Context: an optimization exercise on an open-source flow, tuned for small area. The choices shown serve that exercise and are no tape-out recipe. The RTL was checked by simulation tests, not by an equivalence proof against the original design.

$ cat design/flow/config.mk
export PLATFORM = sky130hd
export DESIGN_NAME = processing_element
export DESIGN_NICKNAME = processing_element
export VERILOG_FILES = /design/flow/design.v
export SDC_FILE = /design/flow/constraint.sdc
export NUM_CORES = 4
export LEC_CHECK = 0
export CAP_MARGIN = 20
export CORE_MARGIN = 2
export CORE_UTILIZATION = 40
export SLEW_MARGIN = 20
export SYNTH_HIERARCHICAL = 1
$ cat design/flow/constraint.sdc
create_clock -name core_clock -period 6.5 [get_ports {clk}]
set_input_delay 1.3000 -clock core_clock [delete_from_list [all_inputs] [get_ports {clk}]]
set_output_delay 1.3000 -clock core_clock [all_outputs]
set_load 0.01 [all_outputs]
$ cat design/flow/design.v
module processing_element(activation, weight, out, clk, rst);
parameter NON_ZERO_WEIGHTS = 108,
          SPECIAL_CASE = 0,
          FRACTIONAL_BITS = 8,
          BIT_SIZE = 16;
output reg signed [BIT_SIZE-1:0] out;
input [BIT_SIZE-1:0] activation, weight;
input clk, rst;
reg [23:0] s_n;        
reg [15:0] d1, d2, d3, d4;   
reg [6:0] cnt;       
reg valid;           
wire load = (cnt == 0);
wire [23:0] nxt;
wire pp1;
wire pp2;
wire pp3;
wire pp4;
wire pp5;
wire pp6;
wire pp7;
wire pp8;
wire pp9;
wire pp10;
wire pp11;
wire pp12;
wire pp13;
wire pp14;
wire pp15;
wire pp16;
wire pp17;
wire pp18;
wire pp19;
wire pp20;
wire pp21;
wire pp22;
wire pp23;
wire pp24;
wire pp25;
wire pp26;
wire pp27;
wire pp28;
wire pp29;
wire pp30;
wire pp31;
wire pp32;
wire pp33;
wire pp34;
wire pp35;
wire pp36;
wire pp37;
wire pp38;
wire pp39;
wire pp40;
wire pp41;
wire pp42;
wire pp43;
wire pp44;
wire pp45;
wire pp46;
wire pp47;
wire pp48;
wire pp49;
wire pp50;
wire pp51;
wire pp52;
wire pp53;
wire pp54;
wire pp55;
wire pp56;
wire pp57;
wire pp58;
wire pp59;
wire pp60;
wire pp61;
wire pp62;
wire pp63;
wire pp64;
wire pp65;
wire pp66;
wire pp67;
wire pp68;
wire pp69;
wire pp70;
wire pp71;
wire pp72;
wire pp73;
wire pp74;
wire pp75;
wire pp76;
wire pp77;
wire pp78;
wire pp79;
wire pp80;
wire pp81;
wire pp82;
wire pp83;
wire pp84;
wire pp85;
wire pp86;
wire pp87;
wire pp88;
wire pp89;
wire pp90;
wire pp91;
wire pp92;
wire pp93;
wire pp94;
wire pp95;
wire pp96;
wire pp97;
wire pp98;
wire pp99;
wire pp100;
wire pp101;
wire pp102;
wire pp103;
wire pp104;
wire pp105;
wire pp106;
wire pp107;
wire pp108;
wire pp109;
wire pp110;
wire pp111;
wire pp112;
wire pp113;
wire pp114;
wire pp115;
wire pp116;
wire pp117;
wire pp118;
wire pp119;
wire pp120;
wire pp121;
wire pp122;
wire pp123;
wire pp124;
wire pp125;
wire pp126;
wire pp127;
wire pp128;
wire pp129;
wire pp130;
wire pp131;
wire pp132;
wire pp133;
wire pp134;
wire pp135;
wire pp136;
wire pp137;
wire pp138;
wire pp139;
wire pp140;
wire pp141;
wire pp142;
wire pp143;
wire pp144;
wire pp145;
wire pp146;
wire pp147;
wire pp148;
wire pp149;
wire pp150;
wire pp151;
wire pp152;
wire pp153;
wire pp154;
wire pp155;
wire pp156;
wire pp157;
wire pp158;
wire pp159;
wire pp160;
wire pp161;
wire pp162;
wire pp163;
wire pp164;
wire pp165;
wire pp166;
wire pp167;
wire pp168;
wire pp169;
wire pp170;
wire pp171;
wire pp172;
wire pp173;
wire pp174;
wire pp175;
wire pp176;
wire pp177;
wire pp178;
wire pp179;
wire pp180;
wire pp181;
wire pp182;
wire pp183;
wire pp184;
wire pp185;
wire pp186;
wire pp187;
wire pp188;
wire pp189;
wire pp190;
wire pp191;
wire pp192;
wire pp193;
wire pp194;
wire pp195;
wire pp196;
wire pp197;
wire pp198;
wire pp199;
wire pp200;
wire pp201;
wire pp202;
wire pp203;
wire pp204;
wire pp205;
wire pp206;
wire pp207;
wire pp208;
wire pp209;
wire pp210;
wire pp211;
wire pp212;
wire pp213;
wire pp214;
wire pp215;
wire pp216;
wire pp217;
wire pp218;
wire pp219;
wire pp220;
wire pp221;
wire pp222;
wire pp223;
wire pp224;
wire pp225;
wire pp226;
wire pp227;
wire pp228;
wire ac229;
wire ac230;
wire ac231;
wire ac232;
wire ac233;
wire ac234;
wire ac235;
wire ac236;
wire ac237;
wire ac238;
wire ac239;
wire ac240;
wire ac241;
wire ac242;
wire ac243;
wire ac244;
wire ac245;
wire ac246;
wire ac247;
wire ac248;
wire ac249;
wire ac250;
wire ac251;
wire ac252;
wire hs253;
wire hc254;
wire fs255;
wire fc256;
wire hs257;
wire hc258;
wire fs259;
wire fc260;
wire fs261;
wire fc262;
wire hs263;
wire hc264;
wire fs265;
wire fc266;
wire fs267;
wire fc268;
wire fs269;
wire fc270;
wire hs271;
wire hc272;
wire fs273;
wire fc274;
wire fs275;
wire fc276;
wire fs277;
wire fc278;
wire fs279;
wire fc280;
wire fs281;
wire fc282;
wire fs283;
wire fc284;
wire fs285;
wire fc286;
wire fs287;
wire fc288;
wire fs289;
wire fc290;
wire fs291;
wire fc292;
wire hs293;
wire hc294;
wire fs295;
wire fc296;
wire hs297;
wire hc298;
wire fs299;
wire fc300;
wire fs301;
wire fc302;
wire hs303;
wire hc304;
wire fs305;
wire fc306;
wire fs307;
wire fc308;
wire fs309;
wire fc310;
wire hs311;
wire hc312;
wire fs313;
wire fc314;
wire fs315;
wire fc316;
wire fs317;
wire fc318;
wire fs319;
wire fc320;
wire fs321;
wire fc322;
wire fs323;
wire fc324;
wire fs325;
wire fc326;
wire fs327;
wire fc328;
wire fs329;
wire fc330;
wire fs331;
wire fc332;
wire fs333;
wire fc334;
wire fs335;
wire fc336;
wire fs337;
wire fc338;
wire fs339;
wire fc340;
wire fs341;
wire fc342;
wire fs343;
wire fc344;
wire fs345;
wire fc346;
wire fs347;
wire fc348;
wire fs349;
wire fc350;
wire fs351;
wire fc352;
wire fs353;
wire fc354;
wire fs355;
wire fc356;
wire fs357;
wire fc358;
wire fs359;
wire fc360;
wire fs361;
wire fc362;
wire fs363;
wire fc364;
wire fs365;
wire fc366;
wire fs367;
wire fc368;
wire fs369;
wire fc370;
wire fs371;
wire fc372;
wire fs373;
wire fc374;
wire fs375;
wire fc376;
wire fs377;
wire fc378;
wire fs379;
wire fc380;
wire fs381;
wire fc382;
wire fs383;
wire fc384;
wire fs385;
wire fc386;
wire fs387;
wire fc388;
wire fs389;
wire fc390;
wire fs391;
wire fc392;
wire fs393;
wire fc394;
wire fs395;
wire hs396;
wire hc397;
wire fs398;
wire fc399;
wire hs400;
wire hc401;
wire fs402;
wire fc403;
wire fs404;
wire fc405;
wire hs406;
wire hc407;
wire fs408;
wire fc409;
wire fs410;
wire fc411;
wire fs412;
wire fc413;
wire fs414;
wire fc415;
wire fs416;
wire fc417;
wire fs418;
wire fc419;
wire fs420;
wire fc421;
wire fs422;
wire fc423;
wire fs424;
wire fc425;
wire fs426;
wire fc427;
wire fs428;
wire fc429;
wire fs430;
wire fc431;
wire fs432;
wire fc433;
wire fs434;
wire fc435;
wire fs436;
wire fc437;
wire fs438;
wire fc439;
wire fs440;
wire fc441;
wire fs442;
wire fc443;
wire fs444;
wire fc445;
wire fs446;
wire fc447;
wire fs448;
wire fc449;
wire fs450;
wire fc451;
wire fs452;
wire fc453;
wire fs454;
wire fc455;
wire fs456;
wire fc457;
wire fs458;
wire fc459;
wire fs460;
wire fc461;
wire fs462;
wire fc463;
wire fs464;
wire fc465;
wire fs466;
wire fc467;
wire fs468;
wire fc469;
wire fs470;
wire fc471;
wire fs472;
wire fc473;
wire fs474;
wire fc475;
wire fs476;
wire fc477;
wire fs478;
wire fc479;
wire fs480;
wire fc481;
wire fs482;
wire fc483;
wire fs484;
wire fc485;
wire fs486;
wire fc487;
wire fs488;
wire fc489;
wire fs490;
wire fc491;
wire fs492;
wire fc493;
wire fs494;
wire fc495;
wire fs496;
wire fc497;
wire fs498;
wire fs499;
wire fs500;
wire hs501;
wire hc502;
wire fs503;
wire fc504;
wire hs505;
wire hc506;
wire fs507;
wire fc508;
wire fs509;
wire fc510;
wire fs511;
wire fc512;
wire fs513;
wire fc514;
wire fs515;
wire fc516;
wire fs517;
wire fc518;
wire fs519;
wire fc520;
wire fs521;
wire fc522;
wire fs523;
wire fc524;
wire fs525;
wire fc526;
wire fs527;
wire fc528;
wire fs529;
wire fc530;
wire fs531;
wire fc532;
wire fs533;
wire fc534;
wire fs535;
wire fc536;
wire fs537;
wire fc538;
wire fs539;
wire fc540;
wire fs541;
wire fc542;
wire fs543;
wire fc544;
wire fs545;
wire fc546;
wire fs547;
wire fc548;
wire fs549;
wire fc550;
wire fs551;
wire fc552;
wire fs553;
wire fc554;
wire fs555;
wire fc556;
wire fs557;
wire fc558;
wire fs559;
wire fc560;
wire fs561;
wire fc562;
wire fs563;
wire fc564;
wire fs565;
wire fc566;
wire fs567;
wire fc568;
wire fs569;
wire fc570;
wire fs571;
wire fc572;
wire fs573;
wire fc574;
wire fs575;
wire fc576;
wire fs577;
wire fc578;
wire fs579;
wire fs580;
wire hs581;
wire hc582;
wire fs583;
wire fc584;
wire fs585;
wire fc586;
wire fs587;
wire fc588;
wire fs589;
wire fc590;
wire fs591;
wire fc592;
wire fs593;
wire fc594;
wire fs595;
wire fc596;
wire fs597;
wire fc598;
wire fs599;
wire fc600;
wire fs601;
wire fc602;
wire fs603;
wire fc604;
wire fs605;
wire fc606;
wire fs607;
wire fc608;
wire fs609;
wire fc610;
wire fs611;
wire fc612;
wire fs613;
wire fc614;
wire fs615;
wire fc616;
wire fs617;
wire fc618;
wire fs619;
wire fc620;
wire fs621;
wire fc622;
wire fs623;
wire hs624;
wire hc625;
wire fs626;
wire fc627;
wire fs628;
wire fc629;
wire fs630;
wire fc631;
wire fs632;
wire fc633;
wire fs634;
wire fc635;
wire fs636;
wire fc637;
wire fs638;
wire fc639;
wire fs640;
wire fc641;
wire fs642;
wire fc643;
wire fs644;
wire fc645;
wire fs646;
wire fc647;
wire fs648;
wire fc649;
wire fs650;
wire fc651;
wire fs652;
wire fc653;
wire fs654;
wire fc655;
wire fs656;
wire fc657;
wire fs658;
wire fc659;
wire fs660;
wire fc661;
wire fs662;
wire fc663;
wire fs664;
wire fc665;
wire fs666;
wire fc667;
wire fs668;
assign pp1 = ~(activation[0] & weight[0]);
assign pp2 = ~(activation[0] & weight[1]);
assign pp3 = ~(activation[0] & weight[2]);
assign pp4 = ~(activation[0] & weight[3]);
assign pp5 = ~(activation[0] & weight[4]);
assign pp6 = ~(activation[0] & weight[5]);
assign pp7 = ~(activation[0] & weight[6]);
assign pp8 = ~(activation[0] & weight[7]);
assign pp9 = ~(activation[0] & weight[8]);
assign pp10 = ~(activation[0] & weight[9]);
assign pp11 = ~(activation[0] & weight[10]);
assign pp12 = ~(activation[0] & weight[11]);
assign pp13 = ~(activation[0] & weight[12]);
assign pp14 = ~(activation[0] & weight[13]);
assign pp15 = ~(activation[0] & weight[14]);
assign pp16 = ~(activation[1] & weight[0]);
assign pp17 = ~(activation[1] & weight[1]);
assign pp18 = ~(activation[1] & weight[2]);
assign pp19 = ~(activation[1] & weight[3]);
assign pp20 = ~(activation[1] & weight[4]);
assign pp21 = ~(activation[1] & weight[5]);
assign pp22 = ~(activation[1] & weight[6]);
assign pp23 = ~(activation[1] & weight[7]);
assign pp24 = ~(activation[1] & weight[8]);
assign pp25 = ~(activation[1] & weight[9]);
assign pp26 = ~(activation[1] & weight[10]);
assign pp27 = ~(activation[1] & weight[11]);
assign pp28 = ~(activation[1] & weight[12]);
assign pp29 = ~(activation[1] & weight[13]);
assign pp30 = ~(activation[1] & weight[14]);
assign pp31 = ~(activation[2] & weight[0]);
assign pp32 = ~(activation[2] & weight[1]);
assign pp33 = ~(activation[2] & weight[2]);
assign pp34 = ~(activation[2] & weight[3]);
assign pp35 = ~(activation[2] & weight[4]);
assign pp36 = ~(activation[2] & weight[5]);
assign pp37 = ~(activation[2] & weight[6]);
assign pp38 = ~(activation[2] & weight[7]);
assign pp39 = ~(activation[2] & weight[8]);
assign pp40 = ~(activation[2] & weight[9]);
assign pp41 = ~(activation[2] & weight[10]);
assign pp42 = ~(activation[2] & weight[11]);
assign pp43 = ~(activation[2] & weight[12]);
assign pp44 = ~(activation[2] & weight[13]);
assign pp45 = ~(activation[2] & weight[14]);
assign pp46 = ~(activation[3] & weight[0]);
assign pp47 = ~(activation[3] & weight[1]);
assign pp48 = ~(activation[3] & weight[2]);
assign pp49 = ~(activation[3] & weight[3]);
assign pp50 = ~(activation[3] & weight[4]);
assign pp51 = ~(activation[3] & weight[5]);
assign pp52 = ~(activation[3] & weight[6]);
assign pp53 = ~(activation[3] & weight[7]);
assign pp54 = ~(activation[3] & weight[8]);
assign pp55 = ~(activation[3] & weight[9]);
assign pp56 = ~(activation[3] & weight[10]);
assign pp57 = ~(activation[3] & weight[11]);
assign pp58 = ~(activation[3] & weight[12]);
assign pp59 = ~(activation[3] & weight[13]);
assign pp60 = ~(activation[3] & weight[14]);
assign pp61 = ~(activation[4] & weight[0]);
assign pp62 = ~(activation[4] & weight[1]);
assign pp63 = ~(activation[4] & weight[2]);
assign pp64 = ~(activation[4] & weight[3]);
assign pp65 = ~(activation[4] & weight[4]);
assign pp66 = ~(activation[4] & weight[5]);
assign pp67 = ~(activation[4] & weight[6]);
assign pp68 = ~(activation[4] & weight[7]);
assign pp69 = ~(activation[4] & weight[8]);
assign pp70 = ~(activation[4] & weight[9]);
assign pp71 = ~(activation[4] & weight[10]);
assign pp72 = ~(activation[4] & weight[11]);
assign pp73 = ~(activation[4] & weight[12]);
assign pp74 = ~(activation[4] & weight[13]);
assign pp75 = ~(activation[4] & weight[14]);
assign pp76 = ~(activation[5] & weight[0]);
assign pp77 = ~(activation[5] & weight[1]);
assign pp78 = ~(activation[5] & weight[2]);
assign pp79 = ~(activation[5] & weight[3]);
assign pp80 = ~(activation[5] & weight[4]);
assign pp81 = ~(activation[5] & weight[5]);
assign pp82 = ~(activation[5] & weight[6]);
assign pp83 = ~(activation[5] & weight[7]);
assign pp84 = ~(activation[5] & weight[8]);
assign pp85 = ~(activation[5] & weight[9]);
assign pp86 = ~(activation[5] & weight[10]);
assign pp87 = ~(activation[5] & weight[11]);
assign pp88 = ~(activation[5] & weight[12]);
assign pp89 = ~(activation[5] & weight[13]);
assign pp90 = ~(activation[5] & weight[14]);
assign pp91 = ~(activation[6] & weight[0]);
assign pp92 = ~(activation[6] & weight[1]);
assign pp93 = ~(activation[6] & weight[2]);
assign pp94 = ~(activation[6] & weight[3]);
assign pp95 = ~(activation[6] & weight[4]);
assign pp96 = ~(activation[6] & weight[5]);
assign pp97 = ~(activation[6] & weight[6]);
assign pp98 = ~(activation[6] & weight[7]);
assign pp99 = ~(activation[6] & weight[8]);
assign pp100 = ~(activation[6] & weight[9]);
assign pp101 = ~(activation[6] & weight[10]);
assign pp102 = ~(activation[6] & weight[11]);
assign pp103 = ~(activation[6] & weight[12]);
assign pp104 = ~(activation[6] & weight[13]);
assign pp105 = ~(activation[6] & weight[14]);
assign pp106 = ~(activation[7] & weight[0]);
assign pp107 = ~(activation[7] & weight[1]);
assign pp108 = ~(activation[7] & weight[2]);
assign pp109 = ~(activation[7] & weight[3]);
assign pp110 = ~(activation[7] & weight[4]);
assign pp111 = ~(activation[7] & weight[5]);
assign pp112 = ~(activation[7] & weight[6]);
assign pp113 = ~(activation[7] & weight[7]);
assign pp114 = ~(activation[7] & weight[8]);
assign pp115 = ~(activation[7] & weight[9]);
assign pp116 = ~(activation[7] & weight[10]);
assign pp117 = ~(activation[7] & weight[11]);
assign pp118 = ~(activation[7] & weight[12]);
assign pp119 = ~(activation[7] & weight[13]);
assign pp120 = ~(activation[7] & weight[14]);
assign pp121 = ~(activation[8] & weight[0]);
assign pp122 = ~(activation[8] & weight[1]);
assign pp123 = ~(activation[8] & weight[2]);
assign pp124 = ~(activation[8] & weight[3]);
assign pp125 = ~(activation[8] & weight[4]);
assign pp126 = ~(activation[8] & weight[5]);
assign pp127 = ~(activation[8] & weight[6]);
assign pp128 = ~(activation[8] & weight[7]);
assign pp129 = ~(activation[8] & weight[8]);
assign pp130 = ~(activation[8] & weight[9]);
assign pp131 = ~(activation[8] & weight[10]);
assign pp132 = ~(activation[8] & weight[11]);
assign pp133 = ~(activation[8] & weight[12]);
assign pp134 = ~(activation[8] & weight[13]);
assign pp135 = ~(activation[8] & weight[14]);
assign pp136 = ~(activation[9] & weight[0]);
assign pp137 = ~(activation[9] & weight[1]);
assign pp138 = ~(activation[9] & weight[2]);
assign pp139 = ~(activation[9] & weight[3]);
assign pp140 = ~(activation[9] & weight[4]);
assign pp141 = ~(activation[9] & weight[5]);
assign pp142 = ~(activation[9] & weight[6]);
assign pp143 = ~(activation[9] & weight[7]);
assign pp144 = ~(activation[9] & weight[8]);
assign pp145 = ~(activation[9] & weight[9]);
assign pp146 = ~(activation[9] & weight[10]);
assign pp147 = ~(activation[9] & weight[11]);
assign pp148 = ~(activation[9] & weight[12]);
assign pp149 = ~(activation[9] & weight[13]);
assign pp150 = ~(activation[9] & weight[14]);
assign pp151 = ~(activation[10] & weight[0]);
assign pp152 = ~(activation[10] & weight[1]);
assign pp153 = ~(activation[10] & weight[2]);
assign pp154 = ~(activation[10] & weight[3]);
assign pp155 = ~(activation[10] & weight[4]);
assign pp156 = ~(activation[10] & weight[5]);
assign pp157 = ~(activation[10] & weight[6]);
assign pp158 = ~(activation[10] & weight[7]);
assign pp159 = ~(activation[10] & weight[8]);
assign pp160 = ~(activation[10] & weight[9]);
assign pp161 = ~(activation[10] & weight[10]);
assign pp162 = ~(activation[10] & weight[11]);
assign pp163 = ~(activation[10] & weight[12]);
assign pp164 = ~(activation[10] & weight[13]);
assign pp165 = ~(activation[11] & weight[0]);
assign pp166 = ~(activation[11] & weight[1]);
assign pp167 = ~(activation[11] & weight[2]);
assign pp168 = ~(activation[11] & weight[3]);
assign pp169 = ~(activation[11] & weight[4]);
assign pp170 = ~(activation[11] & weight[5]);
assign pp171 = ~(activation[11] & weight[6]);
assign pp172 = ~(activation[11] & weight[7]);
assign pp173 = ~(activation[11] & weight[8]);
assign pp174 = ~(activation[11] & weight[9]);
assign pp175 = ~(activation[11] & weight[10]);
assign pp176 = ~(activation[11] & weight[11]);
assign pp177 = ~(activation[11] & weight[12]);
assign pp178 = ~(activation[12] & weight[0]);
assign pp179 = ~(activation[12] & weight[1]);
assign pp180 = ~(activation[12] & weight[2]);
assign pp181 = ~(activation[12] & weight[3]);
assign pp182 = ~(activation[12] & weight[4]);
assign pp183 = ~(activation[12] & weight[5]);
assign pp184 = ~(activation[12] & weight[6]);
assign pp185 = ~(activation[12] & weight[7]);
assign pp186 = ~(activation[12] & weight[8]);
assign pp187 = ~(activation[12] & weight[9]);
assign pp188 = ~(activation[12] & weight[10]);
assign pp189 = ~(activation[12] & weight[11]);
assign pp190 = ~(activation[13] & weight[0]);
assign pp191 = ~(activation[13] & weight[1]);
assign pp192 = ~(activation[13] & weight[2]);
assign pp193 = ~(activation[13] & weight[3]);
assign pp194 = ~(activation[13] & weight[4]);
assign pp195 = ~(activation[13] & weight[5]);
assign pp196 = ~(activation[13] & weight[6]);
assign pp197 = ~(activation[13] & weight[7]);
assign pp198 = ~(activation[13] & weight[8]);
assign pp199 = ~(activation[13] & weight[9]);
assign pp200 = ~(activation[13] & weight[10]);
assign pp201 = ~(activation[14] & weight[0]);
assign pp202 = ~(activation[14] & weight[1]);
assign pp203 = ~(activation[14] & weight[2]);
assign pp204 = ~(activation[14] & weight[3]);
assign pp205 = ~(activation[14] & weight[4]);
assign pp206 = ~(activation[14] & weight[5]);
assign pp207 = ~(activation[14] & weight[6]);
assign pp208 = ~(activation[14] & weight[7]);
assign pp209 = ~(activation[14] & weight[8]);
assign pp210 = ~(activation[14] & weight[9]);
assign pp211 = (activation[15] & weight[0]);
assign pp212 = (activation[0] & weight[15]);
assign pp213 = (activation[15] & weight[1]);
assign pp214 = (activation[1] & weight[15]);
assign pp215 = (activation[15] & weight[2]);
assign pp216 = (activation[2] & weight[15]);
assign pp217 = (activation[15] & weight[3]);
assign pp218 = (activation[3] & weight[15]);
assign pp219 = (activation[15] & weight[4]);
assign pp220 = (activation[4] & weight[15]);
assign pp221 = (activation[15] & weight[5]);
assign pp222 = (activation[5] & weight[15]);
assign pp223 = (activation[15] & weight[6]);
assign pp224 = (activation[6] & weight[15]);
assign pp225 = (activation[15] & weight[7]);
assign pp226 = (activation[7] & weight[15]);
assign pp227 = (activation[15] & weight[8]);
assign pp228 = (activation[8] & weight[15]);
assign ac229 = s_n[0] | load;
assign ac230 = s_n[1] | load;
assign ac231 = s_n[2] | load;
assign ac232 = s_n[3] | load;
assign ac233 = s_n[4] | load;
assign ac234 = s_n[5] | load;
assign ac235 = s_n[6] | load;
assign ac236 = s_n[7] | load;
assign ac237 = s_n[8] | load;
assign ac238 = s_n[9] | load;
assign ac239 = s_n[10] | load;
assign ac240 = s_n[11] | load;
assign ac241 = s_n[12] | load;
assign ac242 = s_n[13] | load;
assign ac243 = s_n[14] | load;
assign ac244 = s_n[15] | load;
assign ac245 = s_n[16] | load;
assign ac246 = s_n[17] | load;
assign ac247 = s_n[18] | load;
assign ac248 = s_n[19] | load;
assign ac249 = s_n[20] | load;
assign ac250 = s_n[21] | load;
assign ac251 = s_n[22] | load;
assign ac252 = s_n[23] | load;
pe_ha u_ha1 (.a(ac241), .b(pp13), .s(hs253), .co(hc254));
pe_fa u_fa2 (.a(ac242), .b(pp14), .c(pp28), .s(fs255), .co(fc256));
pe_ha u_ha3 (.a(pp42), .b(pp56), .s(hs257), .co(hc258));
pe_fa u_fa4 (.a(ac243), .b(pp15), .c(pp29), .s(fs259), .co(fc260));
pe_fa u_fa5 (.a(pp43), .b(pp57), .c(pp71), .s(fs261), .co(fc262));
pe_ha u_ha6 (.a(pp85), .b(pp99), .s(hs263), .co(hc264));
pe_fa u_fa7 (.a(ac244), .b(pp30), .c(pp44), .s(fs265), .co(fc266));
pe_fa u_fa8 (.a(pp58), .b(pp72), .c(pp86), .s(fs267), .co(fc268));
pe_fa u_fa9 (.a(pp100), .b(pp114), .c(pp128), .s(fs269), .co(fc270));
pe_ha u_ha10 (.a(pp142), .b(pp156), .s(hs271), .co(hc272));
pe_fa u_fa11 (.a(1'b0), .b(ac245), .c(pp45), .s(fs273), .co(fc274));
pe_fa u_fa12 (.a(pp59), .b(pp73), .c(pp87), .s(fs275), .co(fc276));
pe_fa u_fa13 (.a(pp101), .b(pp115), .c(pp129), .s(fs277), .co(fc278));
pe_fa u_fa14 (.a(pp143), .b(pp157), .c(pp170), .s(fs279), .co(fc280));
pe_fa u_fa15 (.a(ac246), .b(pp60), .c(pp74), .s(fs281), .co(fc282));
pe_fa u_fa16 (.a(pp88), .b(pp102), .c(pp116), .s(fs283), .co(fc284));
pe_fa u_fa17 (.a(pp130), .b(pp144), .c(pp158), .s(fs285), .co(fc286));
pe_fa u_fa18 (.a(ac247), .b(pp75), .c(pp89), .s(fs287), .co(fc288));
pe_fa u_fa19 (.a(pp103), .b(pp117), .c(pp131), .s(fs289), .co(fc290));
pe_fa u_fa20 (.a(ac248), .b(pp90), .c(pp104), .s(fs291), .co(fc292));
pe_ha u_ha21 (.a(ac237), .b(pp9), .s(hs293), .co(hc294));
pe_fa u_fa22 (.a(ac238), .b(pp10), .c(pp24), .s(fs295), .co(fc296));
pe_ha u_ha23 (.a(pp38), .b(pp52), .s(hs297), .co(hc298));
pe_fa u_fa24 (.a(ac239), .b(pp11), .c(pp25), .s(fs299), .co(fc300));
pe_fa u_fa25 (.a(pp39), .b(pp53), .c(pp67), .s(fs301), .co(fc302));
pe_ha u_ha26 (.a(pp81), .b(pp95), .s(hs303), .co(hc304));
pe_fa u_fa27 (.a(ac240), .b(pp12), .c(pp26), .s(fs305), .co(fc306));
pe_fa u_fa28 (.a(pp40), .b(pp54), .c(pp68), .s(fs307), .co(fc308));
pe_fa u_fa29 (.a(pp82), .b(pp96), .c(pp110), .s(fs309), .co(fc310));
pe_ha u_ha30 (.a(pp124), .b(pp138), .s(hs311), .co(hc312));
pe_fa u_fa31 (.a(pp27), .b(pp41), .c(pp55), .s(fs313), .co(fc314));
pe_fa u_fa32 (.a(pp69), .b(pp83), .c(pp97), .s(fs315), .co(fc316));
pe_fa u_fa33 (.a(pp111), .b(pp125), .c(pp139), .s(fs317), .co(fc318));
pe_fa u_fa34 (.a(pp153), .b(pp166), .c(pp178), .s(fs319), .co(fc320));
pe_fa u_fa35 (.a(pp70), .b(pp84), .c(pp98), .s(fs321), .co(fc322));
pe_fa u_fa36 (.a(pp112), .b(pp126), .c(pp140), .s(fs323), .co(fc324));
pe_fa u_fa37 (.a(pp154), .b(pp167), .c(pp179), .s(fs325), .co(fc326));
pe_fa u_fa38 (.a(pp190), .b(hc254), .c(hs257), .s(fs327), .co(fc328));
pe_fa u_fa39 (.a(pp113), .b(pp127), .c(pp141), .s(fs329), .co(fc330));
pe_fa u_fa40 (.a(pp155), .b(pp168), .c(pp180), .s(fs331), .co(fc332));
pe_fa u_fa41 (.a(pp191), .b(pp201), .c(hc258), .s(fs333), .co(fc334));
pe_fa u_fa42 (.a(hs263), .b(fc256), .c(fs259), .s(fs335), .co(fc336));
pe_fa u_fa43 (.a(pp169), .b(pp181), .c(pp192), .s(fs337), .co(fc338));
pe_fa u_fa44 (.a(pp202), .b(pp211), .c(pp212), .s(fs339), .co(fc340));
pe_fa u_fa45 (.a(hc264), .b(hs271), .c(fc260), .s(fs341), .co(fc342));
pe_fa u_fa46 (.a(fc262), .b(fs265), .c(fs267), .s(fs343), .co(fc344));
pe_fa u_fa47 (.a(pp182), .b(pp193), .c(pp203), .s(fs345), .co(fc346));
pe_fa u_fa48 (.a(pp213), .b(pp214), .c(hc272), .s(fs347), .co(fc348));
pe_fa u_fa49 (.a(fc266), .b(fc268), .c(fc270), .s(fs349), .co(fc350));
pe_fa u_fa50 (.a(fs273), .b(fs275), .c(fs277), .s(fs351), .co(fc352));
pe_fa u_fa51 (.a(pp171), .b(pp183), .c(pp194), .s(fs353), .co(fc354));
pe_fa u_fa52 (.a(pp204), .b(pp215), .c(pp216), .s(fs355), .co(fc356));
pe_fa u_fa53 (.a(fc274), .b(fc276), .c(fc278), .s(fs357), .co(fc358));
pe_fa u_fa54 (.a(fc280), .b(fs281), .c(fs283), .s(fs359), .co(fc360));
pe_fa u_fa55 (.a(pp145), .b(pp159), .c(pp172), .s(fs361), .co(fc362));
pe_fa u_fa56 (.a(pp184), .b(pp195), .c(pp205), .s(fs363), .co(fc364));
pe_fa u_fa57 (.a(pp217), .b(pp218), .c(fc282), .s(fs365), .co(fc366));
pe_fa u_fa58 (.a(fc284), .b(fc286), .c(fs287), .s(fs367), .co(fc368));
pe_fa u_fa59 (.a(pp118), .b(pp132), .c(pp146), .s(fs369), .co(fc370));
pe_fa u_fa60 (.a(pp160), .b(pp173), .c(pp185), .s(fs371), .co(fc372));
pe_fa u_fa61 (.a(pp196), .b(pp206), .c(pp219), .s(fs373), .co(fc374));
pe_fa u_fa62 (.a(pp220), .b(fc288), .c(fc290), .s(fs375), .co(fc376));
pe_fa u_fa63 (.a(ac249), .b(pp105), .c(pp119), .s(fs377), .co(fc378));
pe_fa u_fa64 (.a(pp133), .b(pp147), .c(pp161), .s(fs379), .co(fc380));
pe_fa u_fa65 (.a(pp174), .b(pp186), .c(pp197), .s(fs381), .co(fc382));
pe_fa u_fa66 (.a(pp207), .b(pp221), .c(pp222), .s(fs383), .co(fc384));
pe_fa u_fa67 (.a(ac250), .b(pp120), .c(pp134), .s(fs385), .co(fc386));
pe_fa u_fa68 (.a(pp148), .b(pp162), .c(pp175), .s(fs387), .co(fc388));
pe_fa u_fa69 (.a(pp187), .b(pp198), .c(pp208), .s(fs389), .co(fc390));
pe_fa u_fa70 (.a(ac251), .b(pp135), .c(pp149), .s(fs391), .co(fc392));
pe_fa u_fa71 (.a(pp163), .b(pp176), .c(pp188), .s(fs393), .co(fc394));
assign fs395 = ac252 ^ pp150 ^ pp164;
pe_ha u_ha72 (.a(ac234), .b(pp6), .s(hs396), .co(hc397));
pe_fa u_fa73 (.a(ac235), .b(pp7), .c(pp21), .s(fs398), .co(fc399));
pe_ha u_ha74 (.a(pp35), .b(pp49), .s(hs400), .co(hc401));
pe_fa u_fa75 (.a(ac236), .b(pp8), .c(pp22), .s(fs402), .co(fc403));
pe_fa u_fa76 (.a(pp36), .b(pp50), .c(pp64), .s(fs404), .co(fc405));
pe_ha u_ha77 (.a(pp78), .b(pp92), .s(hs406), .co(hc407));
pe_fa u_fa78 (.a(pp23), .b(pp37), .c(pp51), .s(fs408), .co(fc409));
pe_fa u_fa79 (.a(pp65), .b(pp79), .c(pp93), .s(fs410), .co(fc411));
pe_fa u_fa80 (.a(pp107), .b(pp121), .c(hs293), .s(fs412), .co(fc413));
pe_fa u_fa81 (.a(pp66), .b(pp80), .c(pp94), .s(fs414), .co(fc415));
pe_fa u_fa82 (.a(pp108), .b(pp122), .c(pp136), .s(fs416), .co(fc417));
pe_fa u_fa83 (.a(hc294), .b(hs297), .c(fs295), .s(fs418), .co(fc419));
pe_fa u_fa84 (.a(pp109), .b(pp123), .c(pp137), .s(fs420), .co(fc421));
pe_fa u_fa85 (.a(pp151), .b(hc298), .c(hs303), .s(fs422), .co(fc423));
pe_fa u_fa86 (.a(fc296), .b(fs299), .c(fs301), .s(fs424), .co(fc425));
pe_fa u_fa87 (.a(pp152), .b(pp165), .c(hc304), .s(fs426), .co(fc427));
pe_fa u_fa88 (.a(hs311), .b(fc300), .c(fc302), .s(fs428), .co(fc429));
pe_fa u_fa89 (.a(fs305), .b(fs307), .c(fs309), .s(fs430), .co(fc431));
pe_fa u_fa90 (.a(hc312), .b(hs253), .c(fc306), .s(fs432), .co(fc433));
pe_fa u_fa91 (.a(fc308), .b(fc310), .c(fs313), .s(fs434), .co(fc435));
pe_fa u_fa92 (.a(fs315), .b(fs317), .c(fs319), .s(fs436), .co(fc437));
pe_fa u_fa93 (.a(fc314), .b(fc316), .c(fc318), .s(fs438), .co(fc439));
pe_fa u_fa94 (.a(fc320), .b(fs321), .c(fs323), .s(fs440), .co(fc441));
pe_fa u_fa95 (.a(fs325), .b(fs255), .c(fs327), .s(fs442), .co(fc443));
pe_fa u_fa96 (.a(fc322), .b(fc324), .c(fc326), .s(fs444), .co(fc445));
pe_fa u_fa97 (.a(fs329), .b(fs331), .c(fs261), .s(fs446), .co(fc447));
pe_fa u_fa98 (.a(fc328), .b(fs333), .c(fs335), .s(fs448), .co(fc449));
pe_fa u_fa99 (.a(fc330), .b(fc332), .c(fs337), .s(fs450), .co(fc451));
pe_fa u_fa100 (.a(fs339), .b(fs269), .c(fc334), .s(fs452), .co(fc453));
pe_fa u_fa101 (.a(fc336), .b(fs341), .c(fs343), .s(fs454), .co(fc455));
pe_fa u_fa102 (.a(fc338), .b(fc340), .c(fs345), .s(fs456), .co(fc457));
pe_fa u_fa103 (.a(fs279), .b(fs347), .c(fc342), .s(fs458), .co(fc459));
pe_fa u_fa104 (.a(fc344), .b(fs349), .c(fs351), .s(fs460), .co(fc461));
pe_fa u_fa105 (.a(fc346), .b(fs353), .c(fs355), .s(fs462), .co(fc463));
pe_fa u_fa106 (.a(fs285), .b(fc348), .c(fc350), .s(fs464), .co(fc465));
pe_fa u_fa107 (.a(fc352), .b(fs357), .c(fs359), .s(fs466), .co(fc467));
pe_fa u_fa108 (.a(fc354), .b(fc356), .c(fs361), .s(fs468), .co(fc469));
pe_fa u_fa109 (.a(fs363), .b(fs289), .c(fc358), .s(fs470), .co(fc471));
pe_fa u_fa110 (.a(fc360), .b(fs365), .c(fs367), .s(fs472), .co(fc473));
pe_fa u_fa111 (.a(fc362), .b(fc364), .c(fs369), .s(fs474), .co(fc475));
pe_fa u_fa112 (.a(fs371), .b(fs373), .c(fs291), .s(fs476), .co(fc477));
pe_fa u_fa113 (.a(fc366), .b(fc368), .c(fs375), .s(fs478), .co(fc479));
pe_fa u_fa114 (.a(fc370), .b(fc372), .c(fc374), .s(fs480), .co(fc481));
pe_fa u_fa115 (.a(fc292), .b(fs377), .c(fs379), .s(fs482), .co(fc483));
pe_fa u_fa116 (.a(fs381), .b(fs383), .c(fc376), .s(fs484), .co(fc485));
pe_fa u_fa117 (.a(pp223), .b(pp224), .c(fc378), .s(fs486), .co(fc487));
pe_fa u_fa118 (.a(fc380), .b(fc382), .c(fc384), .s(fs488), .co(fc489));
pe_fa u_fa119 (.a(fs385), .b(fs387), .c(fs389), .s(fs490), .co(fc491));
pe_fa u_fa120 (.a(pp199), .b(pp209), .c(pp225), .s(fs492), .co(fc493));
pe_fa u_fa121 (.a(pp226), .b(fc386), .c(fc388), .s(fs494), .co(fc495));
pe_fa u_fa122 (.a(fc390), .b(fs391), .c(fs393), .s(fs496), .co(fc497));
assign fs498 = pp177 ^ pp189 ^ pp200;
assign fs499 = pp210 ^ pp227 ^ pp228;
assign fs500 = fc392 ^ fc394 ^ fs395;
pe_ha u_ha123 (.a(ac232), .b(pp4), .s(hs501), .co(hc502));
pe_fa u_fa124 (.a(ac233), .b(pp5), .c(pp19), .s(fs503), .co(fc504));
pe_ha u_ha125 (.a(pp33), .b(pp47), .s(hs505), .co(hc506));
pe_fa u_fa126 (.a(pp20), .b(pp34), .c(pp48), .s(fs507), .co(fc508));
pe_fa u_fa127 (.a(pp62), .b(pp76), .c(hs396), .s(fs509), .co(fc510));
pe_fa u_fa128 (.a(pp63), .b(pp77), .c(pp91), .s(fs511), .co(fc512));
pe_fa u_fa129 (.a(hc397), .b(hs400), .c(fs398), .s(fs513), .co(fc514));
pe_fa u_fa130 (.a(pp106), .b(hc401), .c(hs406), .s(fs515), .co(fc516));
pe_fa u_fa131 (.a(fc399), .b(fs402), .c(fs404), .s(fs517), .co(fc518));
pe_fa u_fa132 (.a(hc407), .b(fc403), .c(fc405), .s(fs519), .co(fc520));
pe_fa u_fa133 (.a(fs408), .b(fs410), .c(fs412), .s(fs521), .co(fc522));
pe_fa u_fa134 (.a(fc409), .b(fc411), .c(fs414), .s(fs523), .co(fc524));
pe_fa u_fa135 (.a(fs416), .b(fc413), .c(fs418), .s(fs525), .co(fc526));
pe_fa u_fa136 (.a(fc415), .b(fc417), .c(fs420), .s(fs527), .co(fc528));
pe_fa u_fa137 (.a(fs422), .b(fc419), .c(fs424), .s(fs529), .co(fc530));
pe_fa u_fa138 (.a(fc421), .b(fc423), .c(fs426), .s(fs531), .co(fc532));
pe_fa u_fa139 (.a(fc425), .b(fs428), .c(fs430), .s(fs533), .co(fc534));
pe_fa u_fa140 (.a(fc427), .b(fc429), .c(fc431), .s(fs535), .co(fc536));
pe_fa u_fa141 (.a(fs432), .b(fs434), .c(fs436), .s(fs537), .co(fc538));
pe_fa u_fa142 (.a(fc433), .b(fc435), .c(fc437), .s(fs539), .co(fc540));
pe_fa u_fa143 (.a(fs438), .b(fs440), .c(fs442), .s(fs541), .co(fc542));
pe_fa u_fa144 (.a(fc439), .b(fc441), .c(fs444), .s(fs543), .co(fc544));
pe_fa u_fa145 (.a(fs446), .b(fc443), .c(fs448), .s(fs545), .co(fc546));
pe_fa u_fa146 (.a(fc445), .b(fc447), .c(fs450), .s(fs547), .co(fc548));
pe_fa u_fa147 (.a(fs452), .b(fc449), .c(fs454), .s(fs549), .co(fc550));
pe_fa u_fa148 (.a(fc451), .b(fs456), .c(fc453), .s(fs551), .co(fc552));
pe_fa u_fa149 (.a(fs458), .b(fc455), .c(fs460), .s(fs553), .co(fc554));
pe_fa u_fa150 (.a(fc457), .b(fs462), .c(fc459), .s(fs555), .co(fc556));
pe_fa u_fa151 (.a(fs464), .b(fc461), .c(fs466), .s(fs557), .co(fc558));
pe_fa u_fa152 (.a(fc463), .b(fs468), .c(fc465), .s(fs559), .co(fc560));
pe_fa u_fa153 (.a(fs470), .b(fc467), .c(fs472), .s(fs561), .co(fc562));
pe_fa u_fa154 (.a(fc469), .b(fs474), .c(fs476), .s(fs563), .co(fc564));
pe_fa u_fa155 (.a(fc471), .b(fc473), .c(fs478), .s(fs565), .co(fc566));
pe_fa u_fa156 (.a(fc475), .b(fc477), .c(fs480), .s(fs567), .co(fc568));
pe_fa u_fa157 (.a(fs482), .b(fc479), .c(fs484), .s(fs569), .co(fc570));
pe_fa u_fa158 (.a(fc481), .b(fc483), .c(fs486), .s(fs571), .co(fc572));
pe_fa u_fa159 (.a(fs488), .b(fs490), .c(fc485), .s(fs573), .co(fc574));
pe_fa u_fa160 (.a(fs492), .b(fc487), .c(fc489), .s(fs575), .co(fc576));
pe_fa u_fa161 (.a(fc491), .b(fs494), .c(fs496), .s(fs577), .co(fc578));
assign fs579 = fc493 ^ fs498 ^ fs499;
assign fs580 = fc495 ^ fc497 ^ fs500;
pe_ha u_ha162 (.a(ac231), .b(pp3), .s(hs581), .co(hc582));
pe_fa u_fa163 (.a(pp18), .b(pp32), .c(pp46), .s(fs583), .co(fc584));
pe_fa u_fa164 (.a(pp61), .b(hc502), .c(hs505), .s(fs585), .co(fc586));
pe_fa u_fa165 (.a(hc506), .b(fc504), .c(fs507), .s(fs587), .co(fc588));
pe_fa u_fa166 (.a(fc508), .b(fs511), .c(fc510), .s(fs589), .co(fc590));
pe_fa u_fa167 (.a(fc512), .b(fs515), .c(fc514), .s(fs591), .co(fc592));
pe_fa u_fa168 (.a(fc516), .b(fc518), .c(fs519), .s(fs593), .co(fc594));
pe_fa u_fa169 (.a(fc520), .b(fs523), .c(fc522), .s(fs595), .co(fc596));
pe_fa u_fa170 (.a(fc524), .b(fs527), .c(fc526), .s(fs597), .co(fc598));
pe_fa u_fa171 (.a(fc528), .b(fs531), .c(fc530), .s(fs599), .co(fc600));
pe_fa u_fa172 (.a(fc532), .b(fc534), .c(fs535), .s(fs601), .co(fc602));
pe_fa u_fa173 (.a(fc536), .b(fc538), .c(fs539), .s(fs603), .co(fc604));
pe_fa u_fa174 (.a(fc540), .b(fs543), .c(fc542), .s(fs605), .co(fc606));
pe_fa u_fa175 (.a(fc544), .b(fs547), .c(fc546), .s(fs607), .co(fc608));
pe_fa u_fa176 (.a(fc548), .b(fs551), .c(fc550), .s(fs609), .co(fc610));
pe_fa u_fa177 (.a(fc552), .b(fs555), .c(fc554), .s(fs611), .co(fc612));
pe_fa u_fa178 (.a(fc556), .b(fs559), .c(fc558), .s(fs613), .co(fc614));
pe_fa u_fa179 (.a(fs563), .b(fc560), .c(fc562), .s(fs615), .co(fc616));
pe_fa u_fa180 (.a(fc564), .b(fs567), .c(fc566), .s(fs617), .co(fc618));
pe_fa u_fa181 (.a(fc568), .b(fs571), .c(fc570), .s(fs619), .co(fc620));
pe_fa u_fa182 (.a(fc572), .b(fs575), .c(fs577), .s(fs621), .co(fc622));
assign fs623 = fs579 ^ fc576 ^ fc578;
pe_ha u_ha183 (.a(ac230), .b(pp2), .s(hs624), .co(hc625));
pe_fa u_fa184 (.a(pp17), .b(pp31), .c(hs581), .s(fs626), .co(fc627));
pe_fa u_fa185 (.a(hc582), .b(hs501), .c(fs583), .s(fs628), .co(fc629));
pe_fa u_fa186 (.a(fc584), .b(fs503), .c(fs585), .s(fs630), .co(fc631));
pe_fa u_fa187 (.a(fc586), .b(fs509), .c(fs587), .s(fs632), .co(fc633));
pe_fa u_fa188 (.a(fc588), .b(fs513), .c(fs589), .s(fs634), .co(fc635));
pe_fa u_fa189 (.a(fs517), .b(fc590), .c(fs591), .s(fs636), .co(fc637));
pe_fa u_fa190 (.a(fc592), .b(fs521), .c(fs593), .s(fs638), .co(fc639));
pe_fa u_fa191 (.a(fc594), .b(fs525), .c(fs595), .s(fs640), .co(fc641));
pe_fa u_fa192 (.a(fs529), .b(fc596), .c(fs597), .s(fs642), .co(fc643));
pe_fa u_fa193 (.a(fs533), .b(fc598), .c(fs599), .s(fs644), .co(fc645));
pe_fa u_fa194 (.a(fs537), .b(fc600), .c(fs601), .s(fs646), .co(fc647));
pe_fa u_fa195 (.a(fc602), .b(fs541), .c(fs603), .s(fs648), .co(fc649));
pe_fa u_fa196 (.a(fc604), .b(fs545), .c(fs605), .s(fs650), .co(fc651));
pe_fa u_fa197 (.a(fs549), .b(fc606), .c(fs607), .s(fs652), .co(fc653));
pe_fa u_fa198 (.a(fs553), .b(fc608), .c(fs609), .s(fs654), .co(fc655));
pe_fa u_fa199 (.a(fs557), .b(fc610), .c(fs611), .s(fs656), .co(fc657));
pe_fa u_fa200 (.a(fs561), .b(fc612), .c(fs613), .s(fs658), .co(fc659));
pe_fa u_fa201 (.a(fs565), .b(fc614), .c(fs615), .s(fs660), .co(fc661));
pe_fa u_fa202 (.a(fs569), .b(fc616), .c(fs617), .s(fs662), .co(fc663));
pe_fa u_fa203 (.a(fs573), .b(fc618), .c(fs619), .s(fs664), .co(fc665));
pe_fa u_fa204 (.a(fc574), .b(fs621), .c(fc620), .s(fs666), .co(fc667));
assign fs668 = fs580 ^ fc622 ^ fs623;
assign nxt = {fc667, fc665, fc663, fc661, fc659, fc657, fc655, fc653, fc651, fc649, fc647, fc645, fc643, fc641, fc639, fc637, fc635, fc633, fc631, fc629, fc627, hc625, hs624, ac229} + {fs668, fs666, fs664, fs662, fs660, fs658, fs656, fs654, fs652, fs650, fs648, fs646, fs644, fs642, fs640, fs638, fs636, fs634, fs632, fs630, fs628, fs626, pp16, pp1} + 24'd1;
always @(posedge clk) begin
  s_n <= nxt;
  d1 <= s_n[FRACTIONAL_BITS+15:FRACTIONAL_BITS];
  d2 <= d1;
  d3 <= d2;
  d4 <= d3;
  if (!rst) begin
    cnt <= 0;
    valid <= 1'b0;
    out <= 0;
  end else begin
    cnt <= (cnt == NON_ZERO_WEIGHTS - 1) ? 7'd0 : cnt + 7'd1;
    valid <= valid | (cnt == 4);
    out <= valid ? ~d4 : 16'd0;
  end
end
endmodule
module pe_fa(a, b, c, s, co);
input a, b, c;
output s, co;
assign s = a ^ b ^ c;
assign co = (a & b) | (a & c) | (b & c);
endmodule
module pe_ha(a, b, s, co);
input a, b;
output s, co;
assign s = ~(a ^ b);
assign co = a | b;
endmodule
$ cat design/flow/run.sh
#!/bin/bash
# synth_recipe.tcl (not shown) runs the flow's synth.tcl, then flattens the netlist and writes it again
# the make line also repeats each setting of config.mk as NAME=value (left out here)
make -C /OpenROAD-flow-scripts/flow DESIGN_CONFIG=/design/flow/config.mk WORK_HOME=/design/flow/orfs CLKGATE_MAP_FILE= SYNTH_SCRIPT=/design/flow/synth_recipe.tcl finish
==> results of run 1 <==
[Yosys stat by module (local to each module, per instance)]
| module | times used | area [µm²] | flops+latches | cells inside |
|---|---|---|---|---|
| pe_fa | 189 | 20.0 | 0 | 1 |
| processing_element | 1 | 4990 | 112 | 615 |
| pe_ha | 15 | 27.5 | 0 | 5 |
[logic make-up after synthesis]
group                    Yosys count  synth area share (%)
AO/OA/AOI/OAI                     53                  4.32
XOR/XNOR                          41                  3.91
adder cells (fa/ha/maj)          230                  46.9
buffers and inverters            108                  4.60
flip-flops                       112                  24.4
multiplexers                       1                 0.109
other                              1                0.0408
AND/OR/NAND/NOR                  333                  15.7
[through the flow]
step	worst slack (ns)	instance area, µm²	utilization (%)	hold WS, ns
floorplan	0.529	9190	-	0.310
global placement	0.0504	10300	45.7	0.311
detailed placement	0.0408	10300	45.7	0.312
CTS	0.384	10600	47.1	0.322
global route	0.105	10600	47.1	0.326
finish	0.360	10600	47.1	0.322
[layout make-up]
class	count	area share (%)
clock inverter	7	0.930
multi-input combinational	659	61.3
inverter	68	2.40
clock buffer	9	2.12
timing repair buffer	106	8.76
tap	285	3.35
sequential	112	21.1
[synthesized netlist by cell type (13+ instances only)]
cell type	instances
nand2_1	227
fa_1	190
dfxtp_1	112
inv_1	68
ha_1	40
clkbuf_1	33
nor2_1	32
xnor2_1	28
or2_2	22
and2_1	19
a21oi_1	14
xor2_1	13
[worst register-to-register path, delay by kind of cell, from the launching register on]
family          cells  cell delay, ns
fa+ha+maj           8            3.29
compound gates      5            0.78
simple gates        6            1.08
flops               1            0.37
buf+inv             2            0.26
[sequential cells by signal, indices dropped and copies added (netlist names)]
| register | cells |
|---|---|
| cnt | 7 |
| d1 | 16 |
| d2 | 16 |
| d3 | 16 |
| d4 | 16 |
| out | 16 |
| s_n | 24 |
| valid | 1 |
[final timing paths]
check	startpoint	to	cells past startpoint
max	activation[3]	s_n[21]$_DFF_P_	16
min	d1[9]$_DFF_P_	d2[9]$_DFF_P_	0
max reg2reg	cnt[0]$_SDFF_PP0_	s_n[21]$_DFF_P_	21
min reg2reg	d1[9]$_DFF_P_	d2[9]$_DFF_P_	0
[cell usage in the layout, fill, tap and decap left out, types with 9 or more instances in the layout]
| cell type | synthesis | final |
|---|---|---|
| nand2_1 | 227 | 227 |
| fa_1 | 190 | 190 |
| dfxtp_1 | 112 | 112 |
| inv_1 | 68 | 68 |
| buf_4 | 1 | 56 |
| clkdlybuf4s50_1 | 0 | 49 |
| ha_1 | 40 | 40 |
| nor2_1 | 32 | 32 |
| xnor2_1 | 28 | 28 |
| or2_2 | 22 | 22 |
| and2_1 | 19 | 19 |
| a21oi_1 | 14 | 14 |
| xor2_1 | 13 | 13 |
| clkbuf_16 | 0 | 9 |
[metal layers]
metal,vias to the layer above,share of wire (%)
li1,2841,-
met1,3064,50
met2,203,44
met3,8,5.6
met4,0,0.70
met5,-,0
==> out/qor.txt, run 1 <==
Share of post-route cells with drive strength above 1: 11.1%
Reg area: 2240 µm²
Fin cells: 1,246
Met1 usage: 27.8%
Met2 Use GR: 27.7%
Post-synthesis cell area: 9190 µm²
Max incr delay on CP: 0.62 ns
Worst-Margin Slew: 0.554 ns
Hold Path Class: register to register
Vias in the first global route: 6,407
IO Pins: 50
CP top delay family: adder cells
Predominant post-synthesis flop cell: dfxtp_1
GR peak layer: met1
Fin crit share: 94.5%
Grt ovf: 0
Max_slew headroom: 62.7%
Crit path max fanout: 6
Clock Sinks: 112
Final Max Tran Viols: 0
Max Cap Viol: 0
Initial antenna violation count: 0
CP max-delay cell: clkdlybuf4s50_1
Syn Nets: 1,143
TritonCTS clock tree: built
ANT cells: 0
Cell count after placement: 1,230
Most frequent CP cell: fa_1
Die Width: 156 µm
Skew-Pair Late Insertion Delay: 0.35 ns
# setup viols final: 0
Final hold violation count: 0
Die Y: 156 µm
NumNets Final: 1,220
CP Capture Type: register
Cell taking the most area after synthesis: fa_1
Fmax: 163 MHz
Drt initial violations: 448
Status: complete, no violations
Clk root buf: clkbuf_16
PortBufs: 49
Fill cells: 2,146
Routed vias/inst: 4.91
RSZ-0062 raised after global routing: false
Netlist cell types: 49
Seq/Total Area, Yosys: 24.4%
Routed WL per cell: 16.3 µm
Setup tns final: 0 ns
Post-layout min period: 6.14 ns
Worst path cell trace: clkdlybuf4s50_1 -> nand2_1 -> fa_1 -> fa_1 -> fa_1 -> fa_1 -> fa_1 -> fa_1 -> ha_1 -> a21o_1 -> a21o_1 -> a21oi_1 -> nor2b_1 -> a31oi_2 -> nor4b_1 -> a211o_1
DRC: 0
Met3 Track Usage GR: 2.39%
First-pass GRT wire length: 34,100 µm
Total core area: 22,600 µm²
CTS Hold Buffers Added: 0
CTS resizes: 0
WL final: 20,300 µm
Drt pass-1 iters: 5
Post-synth EDFFs: 0
Setup Crit Path Kind: primary input to register
All-Layer GR Usage: 18.0%
Remaining antenna violation count after routing: 0
Clk buf depth: 2
Yosys reg bits: 112
CP Data Arrival Time: 6.43 ns
Worst-path clk slew: 0.08 ns
Synth Instances: 879
CTS Buf Count: 9
Largest net degree at the start of global routing: 25
Clk_skew: 0.00991 ns
Share of the synthesized area in the top cell type: 41.4%
P&R area growth vs syn: 15.7%
Die area: 24,200 µm²
Initial core utilization: 40.7%
Detailed-route via count: 6,116
Reg2Reg Setup Slack: 0.64 ns
Site Rows: 55
Area occupied by multi-input gates: 6520 µm²
Yosys warning total: 7
WP data required: 6.79 ns
Clock H-tree levels: 3
Avg Cell Area, Syn: 10.4 µm²
Asr flop ratio synth: 0%
Post-DP HPWL: 17,100 µm
Setup bufs post-CTS: 0
GP Congestion: 0.891
WP buf/inv: 1
Nature of the critical path startpoint: primary input
Top post-synthesis cells by area: fa_1, dfxtp_1, nand2_1, ha_1, inv_1
==> inputs of run 2 (changes only) <==
--- a/design/flow/config.mk
+++ b/design/flow/config.mk
@@ -8,5 +8,6 @@
 export CAP_MARGIN = 20
 export CORE_MARGIN = 2
 export CORE_UTILIZATION = 40
+export GPL_TIMING_DRIVEN = 0
 export SLEW_MARGIN = 20
 export SYNTH_HIERARCHICAL = 1
==> out/qor.txt, run 2 <==
Die Y: 156 µm (unchanged)
Total core area: 22,600 µm² (unchanged)
P&R area growth vs syn: 12.7%
CP Capture Type: register
Final setup margin: 0.234 ns (-0.127 ns)
GP Congestion: 0.871 (-2.3%)
Top post-synthesis cells by area: fa_1, dfxtp_1, nand2_1, ha_1, inv_1
Biggest register: s_n
Xor/xnor cell area share of the yosys netlist: 3.91% (unchanged)
Netlist cell types: 49 (unchanged)
First-pass GRT wire length: 33,200 µm (-2.7%)
Post-synth EDFFs: 0 (unchanged)
Cell taking the most area after synthesis: fa_1
Max Cap Viol: 0 (unchanged)
Fmax: 160 MHz (-2.0%)
Final hold violation count: 0 (unchanged)
CTS resizes: 14 (+14)
Most frequent cells in the layout: nand2_1, fa_1, dfxtp_1
Predominant post-synthesis flop cell: dfxtp_1
Fin crit share: 96.4% (+1.9 points)
Top cells by count, synth: nand2_1, fa_1, dfxtp_1, inv_1, ha_1
Clk buf depth: 2 (unchanged)
Max_slew headroom: 51.6% (-11 points)
# setup viols final: 0 (unchanged)
Routed WL per cell: 16.3 µm (+0.11%)
Worst-case reg-to-reg path depth: 21 (unchanged)
HP Start: d2[6]$_DFF_P_
Count leader, synth: nand2_1
All-Layer GR Usage: 17.6% (-0.43 points)
Drt pass-1 iters: 5 (unchanged)
Nature of the critical path startpoint: primary input
Post-DP HPWL: 16,200 µm (-5.4%)
Asr flop ratio synth: 0% (unchanged)
Share of the synthesized area in the top cell type: 41.4% (unchanged)
Setup tns final: 0 ns (unchanged)
Share of post-route cells with drive strength above 1: 8.24% (-2.9 points)
Initial core utilization: 40.7% (unchanged)
Avg Cell Area, Syn: 10.4 µm² (unchanged)
Largest net degree at the start of global routing: 23 (-8.0%)
Reg-to-Reg Start: cnt[0]$_SDFF_PP0_
NumNets Final: 1,193 (-2.2%)
Status: complete, no violations
Multiplexer area fraction after synthesis: 0.109% (unchanged)
Crit path max fanout: 10 (+4)
Die area: 24,200 µm² (unchanged)
Setup bufs post-CTS: 0 (unchanged)
Setup Crit Path Kind: primary input to register
Final Max Tran Viols: 0 (unchanged)
Main combinational cell family by area after synthesis: adder cells
DRC: 0 (unchanged)
Reg2Reg Setup Slack: 0.57 ns (-0.07 ns)
Reg area: 2240 µm² (unchanged)
Post-layout min period: 6.27 ns (+0.127 ns)
Worst-Margin Slew: 0.726 ns (+0.172 ns)
Post-synthesis cell area: 9190 µm² (unchanged)
IO Pins: 50 (unchanged)
Largest register FFs: 24 (unchanged)
Skew-Pair Late Insertion Delay: 0.34 ns (about the same)
Clock Sinks: 112 (unchanged)
Site Rows: 55 (unchanged)
TritonCTS clock tree: built
PortBufs: 45 (-8.2%)
Worst setup path end: s_n[21]$_DFF_P_
Yosys reg bits: 112 (unchanged)
WL final: 19,800 µm (-2.1%)
CP Data Arrival Time: 6.51 ns (+0.08 ns)
Detailed-route via count: 5,951 (-2.7%)
Syn Nets: 1,143 (unchanged)
Compound-Gate Fraction of Synth Area: 4.32% (unchanged)
Area occupied by multi-input gates: 6540 µm² (+0.25%)
Commonest non-fill, non-tap cell in the layout: nand2_1
Worst-path clk slew: 0.08 ns (about the same)
Worst R2R End: s_n[18]$_DFF_P_
Clk root buf: clkbuf_16
Grt ovf: 0 (unchanged)
Worst slack, placed: -0.602 ns (-0.642 ns)
Remaining antenna violation count after routing: 0 (unchanged)
Routed vias/inst: 4.88 (-0.54%)
Clk_skew: 0.0107 ns (+0.000835 ns)
Post-Synth Simple-Gate Area: 15.7% (unchanged)
Vias in the first global route: 6,256 (-2.4%)
CTS Hold Buffers Added: 0 (unchanged)
Critical Path Start: activation[4]
Synth Instances: 879 (unchanged)
Hold Path Class: register to register
Drt initial violations: 300 (-33%)
Clock H-tree levels: 3 (unchanged)
RSZ-0062 raised after global routing: false
Initial antenna violation count: 0 (unchanged)
Fill cells: 2,165 (+0.89%)
ANT cells: 0 (unchanged)
CTS Buf Count: 9 (unchanged)
Adder-Cell Fraction of Synth Area: 46.9% (unchanged)
Seq/Total Area, Yosys: 24.4% (unchanged)
Yosys warning total: 7 (unchanged)
Die Width: 156 µm (unchanged)
WP data required: 6.74 ns (-0.05 ns)
==> run 2: cell count changes in the layout (fill, tap and decap cells not counted), moves of 4 or more <==
| cell | change |
|---|---|
| clkbuf_2 | +7 |
| clkbuf_1 | +10 |
| clkinv_8 | -4 |
| buf_4 | -54 |
| clkbuf_4 | +5 |
| buf_2 | +8 |
| dlymetal6s2s_1 | +9 |
| clkdlybuf4s50_1 | -15 |
==> run 2: Yosys stat by module, one instance, submodules excluded <==
module	times used	cells inside
pe_fa	189	1
pe_ha	15	5
processing_element	1	615
==> run 2: worst min-delay path by stage <==
stage,to,depth (start not counted),slack [ns]
2_1_floorplan,d2[0]$_DFF_P_,0,0.31
3_3_place_gp,d4[12]$_DFF_P_,0,0.31
3_5_place_dp,d3[10]$_DFF_P_,0,0.31
4_1_cts,d2[8]$_DFF_P_,0,0.32
5_1_grt,d4[13]$_DFF_P_,0,0.33
6_report,d3[6]$_DFF_P_,0,0.32
==> run 2: critical path, cell delays in order <==
cell	delay, ns
clkdlybuf4s50_1	0.66
buf_2	0.32
nand2_1	0.12
fa_1	0.49
fa_1	0.57
fa_1	0.47
fa_1	0.55
fa_1	0.42
ha_1	0.44
nand2_1	0.10
nor3_1	0.18
o21ai_1	0.17
a31oi_2	0.35
nor4b_2	0.09
a211o_1	0.27
==> run 2: stage by stage <==
| step | util (%) | cell area [µm²] | hold slack, ns | std cells |
|---|---|---|---|---|
| 6_report | 45.8 | 10300 | 0.324 | 1219 |
| 5_1_grt | 45.8 | 10300 | 0.331 | 1219 |
| 4_1_cts | 45.6 | 10300 | 0.322 | 1221 |
| 3_5_place_dp | 44.3 | 9990 | 0.312 | 1209 |
| 3_3_place_gp | 44.3 | 9990 | 0.310 | 1209 |
| 2_1_floorplan | - | 9190 | 0.310 | 879 |
==> run 2: cell families (layout without fill, tap and decap cells) <==
family / Yosys count / after routing
adder cells (fa/ha/maj): 230 / 230
AND/OR/NAND/NOR: 333 / 333
buffers and inverters: 108 / 163
XOR/XNOR: 41 / 41
flip-flops: 112 / 112
multiplexers: 1 / 1
AO/OA/AOI/OAI: 53 / 53
other: 1 / 1
==> run 2: cell type report <==
| cell class | instances | share of cell area [%] |
|---|---|---|
| plain buffers | 34 | 1.81 |
| clock buffers | 9 | 2.18 |
| clock inverters | 7 | 0.725 |
| inverters | 68 | 2.47 |
| multi-input cells | 659 | 63.2 |
| flip-flops and latches | 112 | 21.7 |
| well taps | 285 | 3.45 |
| repair buffers | 45 | 4.55 |
==> run 2: per-layer routing <==
layer | share of wire [%] | wire, µm | track usage, % | vias up
met3 | 5.0 | 986 | 2.19 | 14
met4 | 1.0 | 201 | 3.89 | 0
met2 | 46 | 9150 | 28.3 | 165
met1 | 48 | 9500 | 25.8 | 2991
met5 | 0 | 0 | 0 | -
li1 | - | - | - | 2781
==> inputs of run 3 (changes only) <==
--- a/design/flow/config.mk
+++ b/design/flow/config.mk
@@ -8,6 +8,7 @@
 export CAP_MARGIN = 20
 export CORE_MARGIN = 2
 export CORE_UTILIZATION = 40
+export CTS_BUF_LIST = sky130_fd_sc_hd__clkbuf_8
 export GPL_TIMING_DRIVEN = 0
 export SLEW_MARGIN = 20
 export SYNTH_HIERARCHICAL = 1
==> out/qor.txt, run 3 <==
Status: complete, no violations
Fmax: 159 MHz (-0.57%)
Post-synthesis cell area: 9190 µm² (unchanged)
Vias in the first global route: 6,297 (+0.66%)
WL final: 19,800 µm (-0.30%)
Cell taking the most area after synthesis: fa_1
Count leader, synth: nand2_1
RSZ-0062 raised after global routing: false
First-pass GRT wire length: 33,100 µm (-0.31%)
Site Rows: 55 (unchanged)
Asr flop ratio synth: 0% (unchanged)
Setup Crit Path Kind: primary input to register
Fin crit share: 97.0% (+0.55 points)
GP Congestion: 0.871 (unchanged)
Initial antenna violation count: 0 (unchanged)
Netlist cell types: 49 (unchanged)
Clk_skew: 0.0166 ns (+0.00588 ns)
Post-synth EDFFs: 0 (unchanged)
Commonest non-fill, non-tap cell in the layout: nand2_1
DRC: 0 (unchanged)
CTS Buf Count: 9 (unchanged)
Grt ovf: 0 (unchanged)
Fill cells: 2,175 (+0.46%)
Die area: 24,200 µm² (unchanged)
Post-layout min period: 6.30 ns (+0.0360 ns)
Biggest register: s_n
Predominant post-synthesis flop cell: dfxtp_1
Yosys reg bits: 112 (unchanged)
Nature of the critical path startpoint: primary input
TritonCTS clock tree: built
Top cells by count, synth: nand2_1, fa_1, dfxtp_1, inv_1, ha_1
Share of post-route cells with drive strength above 1: 8.23% (-0.018 points)
Max_slew headroom: 52.9% (+1.4 points)
Clk buf depth: 2 (unchanged)
IO Pins: 50 (unchanged)
WP data required: 6.76 ns (+0.02 ns)
Routed vias/inst: 4.86 (-0.38%)
Setup bufs post-CTS: 0 (unchanged)
Xor/xnor cell area share of the yosys netlist: 3.91% (unchanged)
Share of the synthesized area in the top cell type: 41.4% (unchanged)
Yosys warning total: 7 (unchanged)
Skew-Pair Late Insertion Delay: 0.37 ns (+0.03 ns)
Drt pass-1 iters: 5 (unchanged)
CTS resizes: 10 (-4)
Multiplexer area fraction after synthesis: 0.109% (unchanged)
Detailed-route via count: 5,938 (-0.22%)
Synth Instances: 879 (unchanged)
Max Cap Viol: 0 (unchanged)
Total core area: 22,600 µm² (unchanged)
CP Capture Type: register
CTS Hold Buffers Added: 0 (unchanged)
P&R area growth vs syn: 11.6%
Final Max Tran Viols: 0 (unchanged)
Clk root buf: clkbuf_8
Worst-path clk slew: 0.12 ns (+0.04 ns)
All-Layer GR Usage: 17.6% (about the same)
Final Cell Area: 10,200 µm² (-0.96%)
CP Data Arrival Time: 6.56 ns (+0.05 ns)
Seq/Total Area, Yosys: 24.4% (unchanged)
Adder-Cell Fraction of Synth Area: 46.9% (unchanged)
NumNets Final: 1,195 (+0.17%)
Worst-Margin Slew: 0.705 ns (-0.0203 ns)
run 3: cell counts after synthesis:
No cell type changed its count.
run 3: routing by layer:
metal / vias to the layer above / GRT usage, % / part of all wire, %
met3: 20 / 2.94 / 5.5
met4: 0 / 4.63 / 1.3
met2: 185 / 28.0 / 46
li1: 2782 / - / -
met5: - / 0 / 0
met1: 2951 / 25.2 / 47
run 3: modules after synthesis, one instance, submodules excluded:
module / copies in the design / area [µm²] / cells inside / flip-flops and latches
pe_ha: 15 / 27.5 / 5 / 0
pe_fa: 189 / 20.0 / 1 / 0
processing_element: 1 / 4990 / 615 / 112
run 3: stage by stage:
| stage | instances | TNS (ns) | hold slack (ns) | setup WS, ns |
|---|---|---|---|---|
| finish | 1221 | 0 | 0.327 | 0.198 |
| global placement | 1209 | -3.35 | 0.310 | -0.544 |
| CTS | 1222 | 0 | 0.327 | 0.00507 |
| floorplan | 879 | 0 | 0.310 | 0.529 |
| global route | 1221 | 0 | 0.335 | 0.00497 |
| detailed placement | 1209 | -3.50 | 0.312 | -0.602 |
run 3: area by class of cell:
class	instances	area (µm²)	area share, %
Timing Repair Buffer	45	467	4.55
Buffer	36	196	1.92
Multi-Input combinational cell	659	6530	63.7
Clock buffer	9	124	1.21
Inverter	68	255	2.49
Clock inverter	7	75.1	0.732
Tap cell	285	357	3.48
Sequential cell	112	2240	21.9
run 3: worst paths after layout:
check        slack [ns]  depth (start not counted)              start              end
min                0.33                          0      d1[8]$_DFF_P_    d2[8]$_DFF_P_
max reg2reg        0.58                         21  cnt[0]$_SDFF_PP0_  s_n[18]$_DFF_P_
max                0.20                         16      activation[1]  s_n[23]$_DFF_P_
min reg2reg        0.33                          0      d1[8]$_DFF_P_    d2[8]$_DFF_P_
run 3: cell families after synthesis:
group                      Yosys count
adders and majority gates          230
DFF                                112
and+or+nand+nor                    333
other                                1
buffers and inverters              108
muxes                                1
AOI/OAI and AO/OA                   53
xor gates and xnor gates            41
run 3: critical path: stages:
cell and delay [ns]:
clkdlybuf4s50_1 0.73, nand2_1 0.15, fa_1 0.51, fa_1 0.53
fa_1 0.42, fa_1 0.39, fa_1 0.51, fa_1 0.42
ha_1 0.37, a21o_1 0.22, a21o_1 0.17, a21oi_1 0.19
nor2b_1 0.19, a31oi_2 0.09, a31oi_1 0.26, xnor2_1 0.09

separate check: timing with driven ports:
How much do the figures lean on ideal ports? The routed layouts below were timed once more, with nothing changed but the port constraints.
Step 1 sets driving cells, clkbuf_16 on the clock port and buf_2 on the other inputs (assumed; they add their load-dependent delay and slew).
Step 2, shift: input delay + t, output delay - t, t = (earliest + latest rising clock arrival at the registers) / 2. This alone moves slack from input paths to output paths.
Three values: no drivers, after step 1, after step 2; two values: the first two.
run	shift t [ns]	slack for setup (ns)	slew at the worst register clock pin (ns)
run 1	0.380	0.360 / 0.376 / -0.004	0.08 / 0.08
run 2	0.376	0.234 / 0.248 / -0.127	0.08 / 0.08
run 3	0.394	0.198 / 0.209 / -0.185	0.12 / 0.12
Met with ideal ports but missed after step 2: setup timing in every run listed. The setup slack of run 3, which loses most, moves by +0.011 ns with the drivers and by -0.383 ns with both steps.
